This design comes from an exercise in tuning for small area on the open sky130 flow, not from production work. The RTL was checked by simulation tests, not by an equivalence proof against the original design. Power figures rest on the tool's default switching activity, not on a simulated workload.

==> design.v <==
`timescale 1ns/1ns
`default_nettype none
module top (input wire clk,
            input wire rst,
            input wire mic_data_1,
            input wire mic_data_2,
            output wire serial_tx,
            output wire mic_clk_1,
            output wire mic_clk_2,
            output wire serial_split);
localparam [11:0] NSAMP = 12'd3125;
reg [7:0] cnt;
always @(posedge clk)
  if (rst) cnt <= 8'd0;
  else     cnt <= cnt + 8'd1;
reg fresh;   
always @(posedge clk)
  if (rst) fresh <= 1'b1;
  else if (cnt == 8'd255) fresh <= 1'b0;
assign mic_clk_1 = cnt[1];
assign mic_clk_2 = cnt[1];
wire [1:0] ph = cnt[1:0] - 2'd1;   
wire snap  = (cnt >= 8'd253) || (cnt == 8'd0);  
wire ifresh = fresh && (cnt[7:2] == 6'd0);       
wire win   = (cnt >= 8'd2) && (cnt < 8'd20);  
wire bfirst = (cnt == 8'd2);
wire so1, so2;
cicint CIC1 (.clk(clk), .snap(snap), .win(win), .ifresh(ifresh), .ph(ph),
             .d_in(mic_data_1), .so(so1));
cicint CIC2 (.clk(clk), .snap(snap), .win(win), .ifresh(ifresh), .ph(ph),
             .d_in(mic_data_2), .so(so2));
wire zero = fresh;   
wire [237:0] qa, qb;
combring RA (.clk(clk), .win(win), .bfirst(bfirst), .zero(zero), .x(so1 & ~fresh), .q(qa));
combring RB (.clk(clk), .win(win), .bfirst(bfirst), .zero(zero), .x(so2 & ~fresh), .q(qb));
reg [118:0] rc;
reg [118:0] nc;
integer kc;
always @* begin
  nc = {rc[0], rc[118:1]};
  if (win) begin
    nc[107] = qb[0];
    if (zero)
      for (kc = 0; kc < 6; kc = kc + 1) nc[18*kc+17] = 1'b0;
  end
end
always @(posedge clk) rc <= nc;
reg [17:0] a2, a3, a4;
wire fz = ~fresh;
always @(posedge clk)
  if (win) begin
    a2 <= {qa[18] & fz, a2[17:1]};
    a3 <= {a2[0] & fz, a3[17:1]};
    a4 <= {a3[0] & fz, a4[17:1]};
  end
reg        mb0, mb1;
reg [17:0] pa0, pa1;
always @* begin
  mb0 = 1'b0; pa0 = a4;
  if (cnt >= 8'd24 && cnt < 8'd42)        mb0 = qb[32];     
  else if (cnt >= 8'd72 && cnt < 8'd90)   mb0 = qb[204];    
  else if (cnt >= 8'd120 && cnt < 8'd138) mb0 = qb[138];    
  else if (cnt >= 8'd168 && cnt < 8'd186) mb0 = rc[61];     
  else if (cnt >= 8'd216 && cnt < 8'd234) begin mb0 = rc[13]; pa0 = a3; end
  mb1 = 1'b0; pa1 = a2;
  if (cnt >= 8'd140 && cnt < 8'd158)      begin mb1 = rc[71]; pa1 = a3; end   
  else if (cnt >= 8'd188 && cnt < 8'd206) mb1 = rc[23];     
  else if (cnt >= 8'd236 && cnt < 8'd254) mb1 = rc[76];     
  else if (cnt >= 8'd28 && cnt < 8'd46)   mb1 = rc[28];     
  else if (cnt >= 8'd76 && cnt < 8'd94)   mb1 = rc[81];     
end
reg  [17:0] s0, s1;
wire [18:0] sum0 = {1'b0, s0} + (mb0 ? {1'b0, pa0} : 19'd0);
wire [18:0] sum1 = {1'b0, s1} + (mb1 ? {1'b0, pa1} : 19'd0);
always @(posedge clk)
  if (rst) begin
    s0 <= 18'd0; s1 <= 18'd0;
  end else begin
    s0 <= sum0[18:1];
    s1 <= sum1[18:1];
  end
wire p0 = sum0[0];
wire p1 = sum1[0];
reg [11:0] sc;       
reg        act;      
reg [1:0]  q;        
wire [7:0] u  = cnt - 8'd7;
wire [3:0] tl = {q, u[7:6]};           
wire [5:0] ti = u[5:0];                
wire       tend = act && q == 2'd2 && u[7];    
always @(posedge clk)
  if (rst) begin
    sc <= 12'd0; act <= 1'b0; q <= 2'd0;
  end else begin
    if (cnt == 8'd254) sc <= sc + 12'd1;
    if (cnt == 8'd6) begin
      if (sc == NSAMP) begin act <= 1'b1; q <= 2'd0; end
      else if (act) q <= q + 2'd1;
    end
    if (tend) begin act <= 1'b0; sc <= 12'd0; end
  end
wire sending = act && !tend && (ti < 6'd48);
reg [255:0] r0, r1;
reg         c0, c1;
wire [9:0] clr;
genvar g;
generate
  for (g = 0; g < 10; g = g + 1) begin : gclr
    assign clr[g] = sending && (tl == g);
  end
endgenerate
wire [1:0] add0 = {1'b0, r0[0] & ~fresh} + {1'b0, p0} + {1'b0, c0};
wire [1:0] add1 = {1'b0, r1[0] & ~fresh} + {1'b0, p1} + {1'b0, c1};
reg [255:0] n0, n1;
always @* begin
  n0 = {add0[0], r0[255:1]};
  n1 = {add1[0], r1[255:1]};
  if (clr[0]) n0[16]  = 1'b0;
  if (clr[1]) n0[0]   = 1'b0;
  if (clr[2]) n0[240] = 1'b0;
  if (clr[3]) n0[224] = 1'b0;
  if (clr[4]) n0[208] = 1'b0;
  if (clr[5]) n1[68]  = 1'b0;
  if (clr[6]) n1[52]  = 1'b0;
  if (clr[7]) n1[36]  = 1'b0;
  if (clr[8]) n1[20]  = 1'b0;
  if (clr[9]) n1[4]   = 1'b0;
end
always @(posedge clk) begin
  r0 <= n0;
  r1 <= n1;
end
always @(posedge clk)
  if (rst) begin c0 <= 1'b0; c1 <= 1'b0; end
  else begin c0 <= add0[1]; c1 <= add1[1]; end
reg tb;
always @* begin
  case (tl)
    4'd0: tb = r0[17];
    4'd1: tb = r0[1];
    4'd2: tb = r0[241];
    4'd3: tb = r0[225];
    4'd4: tb = r0[209];
    4'd5: tb = r1[69];
    4'd6: tb = r1[53];
    4'd7: tb = r1[37];
    4'd8: tb = r1[21];
    default: tb = r1[5];
  endcase
end
wire tx = !(act && !tend) | (sending & tb);
assign serial_tx = tx;
assign serial_split = tx;
endmodule
module cicint (input wire clk, input wire snap, input wire win,
               input wire ifresh, input wire [1:0] ph, input wire d_in,
               output wire so);
reg [19:0] i1, i2, i3, i4, i5;
reg        c1, c2, c3, c4, c5;
reg [17:0] dt;
wire       first = (ph == 2'd0);
wire [4:0] h1 = ifresh ? 5'd0 : i1[4:0];
wire [4:0] h2 = ifresh ? 5'd0 : i2[4:0];
wire [4:0] h3 = ifresh ? 5'd0 : i3[4:0];
wire [4:0] h4 = ifresh ? 5'd0 : i4[4:0];
wire [4:0] h5 = ifresh ? 5'd0 : i5[4:0];
wire [5:0] s1 = {1'b0, h1} + {5'd0, first ? d_in : c1 & ~ifresh};
wire [5:0] s2 = {1'b0, h2} + {1'b0, h1} + {5'd0, ~first & ~ifresh & c2};
wire [5:0] s3 = {1'b0, h3} + {1'b0, h2} + {5'd0, ~first & ~ifresh & c3};
wire [5:0] s4 = {1'b0, h4} + {1'b0, h3} + {5'd0, ~first & ~ifresh & c4};
wire [5:0] s5 = {1'b0, h5} + {1'b0, h4} + {5'd0, ~first & ~ifresh & c5};
always @(posedge clk) begin
  i1 <= {s1[4:0], i1[19:5]};
  i2 <= {s2[4:0], i2[19:5]};
  i3 <= {s3[4:0], i3[19:5]};
  i4 <= {s4[4:0], i4[19:5]};
  i5 <= {s5[4:0], i5[19:5]};
  c1 <= s1[5]; c2 <= s2[5]; c3 <= s3[5]; c4 <= s4[5]; c5 <= s5[5];
end
always @(posedge clk)
  if (snap) begin
    case (ph)
      2'd0: dt[4:0]   <= h5;
      2'd1: dt[9:5]   <= h5;
      2'd2: dt[14:10] <= h5;
      default: dt[17:15] <= h5[2:0];
    endcase
  end else if (win) dt <= {1'b0, dt[17:1]};
assign so = dt[0];
endmodule
module combring (input wire clk, input wire win, input wire bfirst,
                 input wire zero, input wire x, output wire [237:0] q);
reg  [237:0] r;
reg  [4:0]   bw;
wire [4:0] xs = {r[90], r[126], r[162], r[198], x};
wire [4:0] ys = {r[72], r[108], r[144], r[180], r[216]};
wire [4:0] bin = bfirst ? 5'd0 : bw;
wire [4:0] df  = xs ^ ys ^ bin;
wire [4:0] bo  = (~xs & ys) | (~(xs ^ ys) & bin);
reg  [237:0] n;
integer k;
always @* begin
  n = {r[0], r[237:1]};
  if (win) begin
    n[233] = x;
    n[215] = df[0];
    n[179] = df[1];
    n[143] = df[2];
    n[107] = df[3];
    n[71]  = df[4];
    if (zero)
      for (k = 0; k < 13; k = k + 1) n[18*k+17] = 1'b0;
  end
end
always @(posedge clk) begin
  r <= n;
  if (win) bw <= bo;
end
assign q = r;
endmodule
==> run.sh <==
#!/bin/bash
# synth_recipe.tcl (not shown) runs the flow's synth.tcl, then flattens the netlist and writes it again
# the make line also repeats each setting of config.mk as NAME=value (left out here)
make -C /OpenROAD-flow-scripts/flow DESIGN_CONFIG=/design/flow/config.mk WORK_HOME=/design/flow/orfs CLKGATE_MAP_FILE= SYNTH_SCRIPT=/design/flow/synth_recipe.tcl finish
==> config.mk <==
export PLATFORM = sky130hd
export DESIGN_NAME = top
export DESIGN_NICKNAME = top
export VERILOG_FILES = /design/flow/design.v
export SDC_FILE = /design/flow/constraint.sdc
export NUM_CORES = 4
export LEC_CHECK = 0
export CAP_MARGIN = 20
export CORE_MARGIN = 2
export CORE_UTILIZATION = 60
export CTS_BUF_LIST = sky130_fd_sc_hd__clkbuf_8
export PLACE_DENSITY = 0.7
export SLEW_MARGIN = 20
==> constraint.sdc <==
create_clock -name core_clock -period 10.0 [get_ports {clk}]
set_input_delay 2.0000 -clock core_clock [delete_from_list [all_inputs] [get_ports {clk}]]
set_output_delay 2.0000 -clock core_clock [all_outputs]
set_load 0.01 [all_outputs]
==> results of run 1 <==
[per-stage QoR]
step                setup slack, ps  instance area [um^2]
floorplan                      5720                 37400
global placement               5020                 38300
detailed placement             4930                 38300
CTS                            4020                 42700
global route                   3790                 42700
finish                         4120                 42700
[registers in the layout, summed over array words and instances, names as in the netlist, 20 cells and up]
signal,flops
CIC2.i1,20
RB.r,238
RA.r,238
CIC2.i2,20
CIC2.i3,20
CIC1.i4,20
CIC1.i2,20
CIC1.i1,20
CIC1.i3,20
r0,256
CIC2.i4,20
r1,256
CIC2.i5,20
rc,119
CIC1.i5,20
[layout make-up]
type | count | area [um^2]
flip-flops and latches | 1479 | 30600
fillers | 4060 | 18900
multi-input cells | 867 | 6310
clock buffers | 264 | 3630
well taps | 837 | 1050
clock inverters | 104 | 805
inverters | 61 | 229
repair buffers | 13 | 110
diodes | 1 | 2.50
[cells in the final DEF, fill, tap and decap left out, drive strengths merged, types with 6 or more instances in the layout]
cell type / n
a211oi: 12
clkdlybuf4s50: 6
bufinv: 8
ha: 84
nand3b: 12
xnor2: 30
nand3: 18
nand2: 135
o21bai: 6
edfxtp: 100
nor2: 86
a22o: 18
mux2: 8
nand4: 7
a21oi: 55
o31a: 9
nor3b: 6
o21ai: 41
nand2b: 10
buf: 7
clkbuf: 264
fa: 30
nor2b: 17
and3: 21
o21a: 12
inv: 133
o211ai: 7
xor2: 37
dfxtp: 1379
and2: 66
nor3: 17
clkinv: 23
a21o: 72
[where the power goes]
group | internal, mW | switching (mW) | total (mW)
combinational | 0.0436 | 0.113 | 0.156
clock | 2.61 | 2.13 | 4.74
sequential | 6.25 | 0.0850 | 6.34
total | 8.90 | 2.33 | 11.2
[final timing paths]
kind          endpoint  startpoint  depth (start not counted)  slack (ps)
min reg2reg  RB.r[113]   RB.r[114]                          0         290
max reg2reg     s0[17]      cnt[6]                         15        5570
min          RB.r[113]   RB.r[114]                          0         290
max          serial_tx      cnt[1]                          8        4120
[logic make-up after synthesis]
family / after synthesis / synth area share (%)
XOR/XNOR: 67 / 1.59
AND/OR/NAND/NOR: 409 / 5.60
AO/OA/AOI/OAI: 265 / 4.91
multiplexers: 12 / 0.348
adder cells (fa/ha/maj): 114 / 4.42
flip-flops: 1479 / 81.9
buffers and inverters: 102 / 1.23
[per-layer routing]
layer	global-route usage, %	vias to the layer above
met5	0	-
met4	8.08	0
met3	4.48	113
met2	24.8	273
met1	22.5	8047
li1	-	8458
[cell usage after synthesis, types with 12 or more instances]
master and count:
dfxtp_1 1379, nand2_1 134, edfxtp_1 100, nor2_1 85
ha_1 84, a21o_1 72, and2_1 65, inv_1 60
a21oi_1 54, o21ai_0 38, xor2_1 36, fa_1 30
xnor2_1 30, and3_1 21, a22o_1 18, nor2b_1 17
clkbuf_1 15, nand3_1 15, nor3_1 14, buf_2 12
nand3b_1 12, o21a_1 12
==> run summary, run 1 <==
outcome no timing/DRC/antenna violations; Final Max Slew Viols 0; setup_tns 0 ps; post-synth cell types 76; Syn Area/Cell 15.3 um^2; Final Net Count ~2700; critical path buffer and inverter count 1; PortBufs 7; Post-CTS Repair Setup Buffers 0; Vias around 17000; Crit. End Element primary output; hold_ws 292 ps; DR WL/cell between 10 and 15 um; Worst path slowest cell dfxtp_1; gpl congestion 0.856; crit start category flop; placed insts roughly 3300; H-tree levels 4; Initial DRT Pass Iterations 7; final non-filler cell total 3626; Tot GR Track Use 16.6%; final worst path period need 5880 ps; PnR Total Power 11.2 mW; clock sink count 1479; CP Class flop to primary output; CP Data Arrival Time ~3900 ps; area share of the largest cell type after synthesis 73.9%; Hold Crit Class flop to flop; Area Overhead vs Synth 14.4%; RSZ-0062 raised after global routing no; drt via density 4.66; core area 0.0616 mm^2; die extent in x ~250 um; Post-Route M1 WL between 20000 and 25000 um; Max Clock Skew 44.4 ps; CTS tree built; Worst Tran Pin Value 1060 ps; Finished Core Util 69.4%; worst skew pair latency 840 ps; layout cells sized above 1 roughly 13%; cell family with most CP delay compound AO/OA/AOI/OAI gates; Pwr Density 263 mW/mm^2; number of synthesized flops with an enable pin 100; Initial DRC Count 724; antenna violations before repair 1; Post-Route WL roughly 51000 um; final count of hold timing violations 0; largest vdd supply drop 0.000151 V; Worst slew margin 28.8%; largest net degree at the start of global routing 76; Setup-failing EPs final 0; cell area after synthesis 0.0374 mm^2; Yosys reg bits 1479; Root Buffer clkbuf_8; area leader, netlist dfxtp_1; Post-CTS Hold Buffers 0; top routing layer used met4; Fmax roughly 170 MHz; ys async rst share 0%; metal2 WL 22600 um; max_cap viols 0; Synth Instances 2448; PostCTS Resize Cnt 0; Die Area 0.0643 mm^2; Rows slightly above 90; Max stage delay on crit path between 600 and 700 ps; dpl hpwl 28900 um; register area share after synthesis between 80% and 90%; Synth Net Count roughly 2600; Crit Path Max Fanout 13; post-route ant nets 0; io pins 8; die span in y 254 um; deepest clock path buffer count 3; cts bufs inserted 203; gr ovfl total 0; P_leak about 18 nW; top post-synthesis cells by area dfxtp_1 (74%), edfxtp_1 (8.0%), ha_1 (2.8%); Req. time, crit path 8000 ps; vias in the first global route 17500; synth warn 3; initial core utilization 60.7%; DRC viols 0; first-pass GRT wire length 84900 um; worst-path cell chain ha_1 > a21o_1 > nor3_4 > xor2_2 > mux2i_1 > o22ai_1 > a41oi_1 > clkdlybuf4s50_1; wire length on met3 1900 um; final period utilization 58.8%; clock slew at reported path FFs about 60 ps; top_reg_cell synth dfxtp_1
==> run 2: changes to the inputs <==
--- a/config.mk
+++ b/config.mk
@@ -8,6 +8,7 @@
 export CAP_MARGIN = 20
 export CORE_MARGIN = 2
 export CORE_UTILIZATION = 60
-export CTS_BUF_LIST = sky130_fd_sc_hd__clkbuf_8
+export CTS_BUF_LIST = sky130_fd_sc_hd__clkbuf_4
+export CTS_CLUSTER_SIZE = 30
 export PLACE_DENSITY = 0.7
 export SLEW_MARGIN = 20
==> run summary, run 2 <==
outcome no timing/DRC/antenna violations (unchanged); max_cap viols 0 (unchanged); crit start category flop (unchanged); PostCTS Resize Cnt 0 (unchanged); drt via density 4.62 (was 4.66); Req. time, crit path 8000 ps (about the same); Post-Route WL 51000 um (was 50900 um); Synth Instances 2448 (unchanged); synth warn 3 (unchanged); Post-synth top cells dfxtp_1 (1379), nand2_1 (134), edfxtp_1 (100) (unchanged); multi-input logic area 0.00631 mm^2 (unchanged); clock sink count 1479 (unchanged); P_leak 18.4 nW (was 18.5 nW); Worst Tran Pin Value 1110 ps (was 1060 ps); Fillers 4279 (was 4060); Yosys reg bits 1479 (unchanged); Area Overhead vs Synth 13.5% (was 14.4%); Worst slew margin 25.8% (was 28.8%); ys async rst share 0% (unchanged); post-route ant nets 0 (unchanged); Crit. End Element primary output (unchanged); worst skew pair latency 1110 ps (was 840 ps); RSZ-0062 raised after global routing no (unchanged); Root Buffer clkbuf_4 (was clkbuf_8); GR peak layer met2 (unchanged); Crit Path Max Fanout 13 (unchanged); Vias 17800 (was 16900); Rows 91 (unchanged); DP Area 0.0383 mm^2 (unchanged); Final Net Count 2891 (was 2743); commonest non-fill, non-tap cell in the layout dfxtp_1 (unchanged); CP Data Arrival Time 4150 ps (was 3880 ps); Initial DRT Pass Iterations 5 (was 7); Post-CTS Hold Buffers 0 (unchanged); Max Clock Skew 104 ps (was 44.4 ps); area leader, netlist dfxtp_1 (unchanged); met3 usage 5.03% (was 4.48%); first-pass GRT wire length 86500 um (was 84900 um); Hold Crit Class flop to flop (unchanged); DR WL/cell 13.2 um (was 14.0 um); vias in the first global route 18800 (was 17500); CP Class flop to primary output (unchanged); cts bufs inserted 351 (was 203); final period utilization 61.5% (was 58.8%); final count of hold timing violations 0 (unchanged); core area 0.0616 mm^2 (unchanged); Pwr Density 256 mW/mm^2 (was 263 mW/mm^2); H-tree levels 5 (was 4); gpl congestion 0.856 (unchanged); Post-CTS Repair Setup Buffers 0 (unchanged); Finished Core Util 68.9% (was 69.4%); die extent in x 254 um (unchanged); Fmax 163 MHz (was 170 MHz); Final Cell Area 0.0424 mm^2 (was 0.0427 mm^2); Setup WS post-layout 3850 ps (was 4120 ps); initial core utilization 60.7% (unchanged); most common cell in the netlist dfxtp_1 (unchanged); post-synth cell types 76 (unchanged); Syn Area/Cell 15.3 um^2 (unchanged); io pins 8 (unchanged); largest vdd supply drop 0.000133 V (was 0.000151 V); cell area after synthesis 0.0374 mm^2 (unchanged); most frequent cells in the layout dfxtp_1 (1379), clkbuf_4 (494), nand2_1 (134), edfxtp_1 (100), nor2_1 (85) (was dfxtp_1 (1379), clkbuf_8 (264), nand2_1 (134), inv_1 (119), edfxtp_1 (100)); deepest clock path buffer count 4 (was 3); Final Max Slew Viols 0 (unchanged); minimum setup slack among reg-to-reg paths 5570 ps (about the same); Synth Net Count 2566 (unchanged); setup_tns 0 ps (unchanged); top_reg_cell synth dfxtp_1 (unchanged); Tot GR Track Use 16.8% (was 16.6%); antenna violations before repair 2 (was 1); area share of the largest cell type after synthesis 73.9% (unchanged); Setup-failing EPs final 0 (unchanged); register area share after synthesis 81.9% (unchanged); gr ovfl total 0 (unchanged); largest net degree at the start of global routing 76 (unchanged); DRC viols 0 (unchanged); CTS tree built (unchanged); dpl hpwl 28900 um (unchanged); met1 track demand over resource 22.0% (was 22.5%); final worst path period need 6150 ps (was 5880 ps); Sequential Area 0.0306 mm^2 (unchanged); layout cells sized above 1 18.5% (was 12.6%); die span in y 254 um (unchanged); Die Area 0.0643 mm^2 (unchanged); number of synthesized flops with an enable pin 100 (unchanged); PortBufs 7 (unchanged); biggest regs r0 (256), r1 (256) (unchanged); Initial DRC Count 679 (was 724); clock slew at reported path FFs 70 ps (was 60 ps); met2 global-route usage 24.7% (was 24.8%); pre-CTS setup slack 4930 ps (unchanged); top post-synthesis cells by area dfxtp_1 (74%), edfxtp_1 (8.0%), ha_1 (2.8%) (unchanged)
run 2: changes by cell type in the layout (fill, tap and decap cells not counted), sizes merged:
cell      previous run  this run
clkbuf             264       494
inv                133        69
clkinv              23        82
bufinv               8         1
diode                1         5
clkinvlp             1         3
run 2: cell type report:
cell class / instances / share of cell area (%)
repair buffers: 13 / 0.260
diodes: 5 / 0.0295
well taps: 837 / 2.47
clock buffers: 494 / 8.74
multi-input cells: 867 / 14.9
inverters: 61 / 0.540
clock inverters: 94 / 0.947
flip-flops and latches: 1479 / 72.1
run 2: cells by family (layout without fill, tap and decap cells):
family | count (synthesis) | count (layout) | share of synthesized area (%)
other cells | 0 | 5 | 0
mux | 12 | 12 | 0.348
compound gates | 265 | 265 | 4.91
xor+xnor | 67 | 67 | 1.59
buf+inv | 102 | 662 | 1.23
flops | 1479 | 1479 | 81.9
fa+ha+maj | 114 | 114 | 4.42
simple gates | 409 | 409 | 5.60
run 2: routing by layer:
metal / vias to the layer above / share of wire, %
met3: 111 / 3.6
li1: 8943 / -
met4: 0 / 2.4
met5: - / 0
met1: 8418 / 49
met2: 302 / 45
run 2: worst paths after layout:
kind | from | to | cells after the start
worst max register to register | cnt[5] | s0[17] | 15
worst max-delay path | cnt[1] | serial_tx | 8
worst min register to register | RB.r[135] | RB.r[134] | 0
worst min-delay path | RB.r[135] | RB.r[134] | 0
run 2: power by group:
part	switching [mW]	total, mW	internal [mW]
clock	2.08	4.37	2.29
combinational	0.113	0.156	0.0432
sequential	0.0831	6.33	6.25
total	2.27	10.9	8.59
run 2: stage by stage:
step	cells	total power [mW]	hold WS [ps]
after floorplan	2448	6.54	310
after global placement	3257	6.61	310
after detailed placement	3257	6.62	312
after CTS	3845	11.1	253
after global routing	3850	11.4	248
final	3850	10.9	263
run 2: critical path: stages (launching register included):
cell             delay, ps
dfxtp_1                630
ha_1                   330
a21o_1                 260
nor3_4                  70
xor2_2                 400
mux2i_1                270
o22ai_1                100
a41oi_1                380
clkdlybuf4s50_1        610
==> run 3: changes to the inputs <==
--- a/config.mk
+++ b/config.mk
@@ -7,8 +7,5 @@
 export LEC_CHECK = 0
 export CAP_MARGIN = 20
 export CORE_MARGIN = 2
-export CORE_UTILIZATION = 60
-export CTS_BUF_LIST = sky130_fd_sc_hd__clkbuf_4
-export CTS_CLUSTER_SIZE = 30
-export PLACE_DENSITY = 0.7
+export CORE_UTILIZATION = 40
 export SLEW_MARGIN = 20
==> run summary, run 3 <==
largest vdd supply drop 0.000144 V (was 0.000133 V); Initial DRC Count 952 (was 679); core area 0.0929 mm^2 (was 0.0616 mm^2); DRC viols 0 (unchanged); Vias 16600 (was 17800); most common cell in the netlist dfxtp_1 (unchanged); Req. time, crit path 8000 ps (about the same); antenna violations before repair 0 (was 2); Worst path slowest cell dfxtp_1 (unchanged); Fmax 171 MHz (was 163 MHz); cell area after synthesis 0.0374 mm^2 (unchanged); Yosys reg bits 1479 (unchanged); Final Max Slew Viols 0 (unchanged); dpl hpwl 28000 um (was 28900 um); number of synthesized flops with an enable pin 100 (unchanged); die extent in x 310 um (was 254 um); clock sink count 1479 (unchanged); CP Class flop to primary output (unchanged); final count of hold timing violations 0 (unchanged); final worst path period need 5840 ps (was 6150 ps); gr ovfl total 0 (unchanged); Hold Crit Class flop to flop (unchanged); Tot GR Track Use 10.7% (was 16.8%); Antenna Cells 0 (was 5); CP Data Arrival Time 3840 ps (was 4150 ps); gpl congestion 0.805 (was 0.856); setup_tns 0 ps (unchanged); initial core utilization 40.2% (was 60.7%); final period utilization 58.4% (was 61.5%); P_leak 18.3 nW (was 18.4 nW); Initial DRT Pass Iterations 5 (unchanged); worst skew pair latency 710 ps (was 1110 ps); crit start category flop (unchanged); most frequent cells in the layout dfxtp_1 (1379), clkbuf_16 (139), nand2_1 (134), edfxtp_1 (100), nor2_1 (85) (was dfxtp_1 (1379), clkbuf_4 (494), nand2_1 (134), edfxtp_1 (100), nor2_1 (85)); PostCTS Resize Cnt 0 (unchanged); Final Net Count 2675 (was 2891); Worst Tran Pin Value 1050 ps (was 1110 ps); Setup WS post-layout 4160 ps (was 3850 ps); Max stage delay on crit path 790 ps (was 630 ps); hold_ws 306 ps (was 263 ps); register area share after synthesis 81.9% (unchanged); worst-path cell chain nor2_1 > nand3_2 > xor2_1 > and3_1 > o21ai_0 > a41oi_1 > clkdlybuf4s50_1 (was ha_1 > a21o_1 > nor3_4 > xor2_2 > mux2i_1 > o22ai_1 > a41oi_1 > clkdlybuf4s50_1); post-route ant nets 0 (unchanged); ys async rst share 0% (unchanged); Post-Route WL 49200 um (was 51000 um); Post-synth top cells dfxtp_1 (1379), nand2_1 (134), edfxtp_1 (100) (unchanged); top_reg_cell synth dfxtp_1 (unchanged); top post-synthesis cells by area dfxtp_1 (74%), edfxtp_1 (8.0%), ha_1 (2.8%) (unchanged); area share of the largest cell type after synthesis 73.9% (unchanged); Synth Net Count 2566 (unchanged); Crit. End Element primary output (unchanged); drt via density 4.23 (was 4.62); Setup-failing EPs final 0 (unchanged); Post-CTS Hold Buffers 0 (unchanged); io pins 8 (unchanged); vias in the first global route 16900 (was 18800); H-tree levels 4 (was 5); cts bufs inserted 136 (was 351); Root Buffer clkbuf_16 (was clkbuf_4); DR WL/cell 12.5 um (was 13.2 um); pre-CTS setup slack 5010 ps (was 4930 ps); Pwr Density 268 mW/mm^2 (was 256 mW/mm^2); Rows 112 (was 91); PnR Total Power 11.7 mW (was 10.9 mW); Syn Area/Cell 15.3 um^2 (unchanged); Worst slew margin 30.2% (was 25.8%); clock slew at reported path FFs 60 ps (was 70 ps); Post-CTS Repair Setup Buffers 0 (unchanged); biggest regs r0 (256), r1 (256) (unchanged); area leader, netlist dfxtp_1 (unchanged); deepest clock path buffer count 3 (was 4); Max Clock Skew 25.9 ps (was 104 ps); Crit Path Max Fanout 18 (was 13); commonest non-fill, non-tap cell in the layout dfxtp_1 (unchanged); layout cells sized above 1 10.3% (was 18.5%); first-pass GRT wire length 83300 um (was 86500 um); outcome no timing/DRC/antenna violations (unchanged); Synth Instances 2448 (unchanged); die span in y 310 um (was 254 um); largest net degree at the start of global routing 86 (was 76); Die Area 0.0959 mm^2 (was 0.0643 mm^2); Area Overhead vs Synth 16.4% (was 13.5%); PortBufs 7 (unchanged); CTS tree built (unchanged); post-synth cell types 76 (unchanged); max_cap viols 0 (unchanged); synth warn 3 (unchanged); RSZ-0062 raised after global routing no (unchanged)
## run 3: cell count changes in the layout (fill, tap and decap cells not counted), sizes merged
cell,before,now
inv,69,71
buf,7,6
clkinv,82,41
diode,5,0
clkbuf,494,185
bufinv,1,9
## run 3: layer usage
metal	GRT usage, %	part of all wire, %
met5	0	0
met4	5.09	3.0
met3	3.01	4.6
met2	15.6	42
met1	14.7	51
## run 3: layout make-up
class | instances | area [um^2]
fill | 7831 | 49400
sequential | 1479 | 30600
multi-input combinational | 867 | 6310
clock buffer | 185 | 3960
tap | 1254 | 1570
clock inverter | 63 | 707
inverter | 61 | 229
timing repair buffer | 12 | 105
## run 3: per-stage QoR
stage / instance area [um^2] / instances / util [%]
after global placement: 38800 / 3673 / 41.8
after detailed placement: 38800 / 3673 / 41.8
after global routing: 43500 / 3921 / 46.8
final: 43500 / 3921 / 46.8
after CTS: 43500 / 3921 / 46.8
after floorplan: 37400 / 2448 / -
## run 3: path summary, 6_finish.rpt
check / from / endpoint / slack (ps) / depth (start not counted)
min: CIC1.i1[15] / CIC1.i1[10] / 310 / 0
min reg2reg: CIC1.i1[15] / CIC1.i1[10] / 310 / 0
max reg2reg: cnt[5] / s1[15] / 5700 / 14
max: cnt[5] / serial_tx / 4160 / 7
## run 3: report_power, final
group          internal, mW  leakage (nW)  switching (mW)
sequential             6.25          12.1          0.0837
combinational        0.0428          3.82           0.112
clock                  3.04          2.33            2.14
total                  9.34          18.3            2.33
## run 3: logic make-up after synthesis
logic type,after synthesis,share of synthesized area (%)
buf+inv,102,1.23
fa+ha+maj,114,4.42
mux,12,0.348
flops,1479,81.9
simple gates,409,5.60
xor+xnor,67,1.59
compound gates,265,4.91
## run 3: critical path, delay by kind of cell, from the launching register on
| kind | cells | cell delay [ps] |
|---|---|---|
| AO/OA/AOI/OAI | 2 | 490 |
| flip-flops | 1 | 790 |
| AND/OR/NAND/NOR | 3 | 580 |
| buffers and inverters | 1 | 610 |
| XOR/XNOR | 1 | 650 |

-- separate check: timing with driven ports --
How much do the figures lean on ideal ports? The routed layouts below were timed once more, with nothing changed but the port constraints.
Step 1, drivers: a clkbuf_16 drives clk and a buf_2 each remaining input, both assumed.
Step 2 also shifts input and output timing later by t, the mid clock arrival at the registers, as if the neighbouring blocks saw the same clock.
Slacks: ideal ports / drivers / drivers and shift; pairs: ideal ports / drivers.
| run | t (ns) | slack for setup (ns) | worst setup path at the end | slew at the worst register clock pin (ns) |
|---|---|---|---|---|
| run 1 | 0.861 | 4.120 / 4.069 / 4.931 | register to output | 0.07 / 0.07 |
| run 2 | 1.114 | 3.849 / 3.792 / 4.906 | register to output | 0.08 / 0.08 |
| run 3 | 0.759 | 4.159 / 4.100 / 4.859 | register to output | 0.07 / 0.07 |
After both steps setup and hold are still met in every run listed.
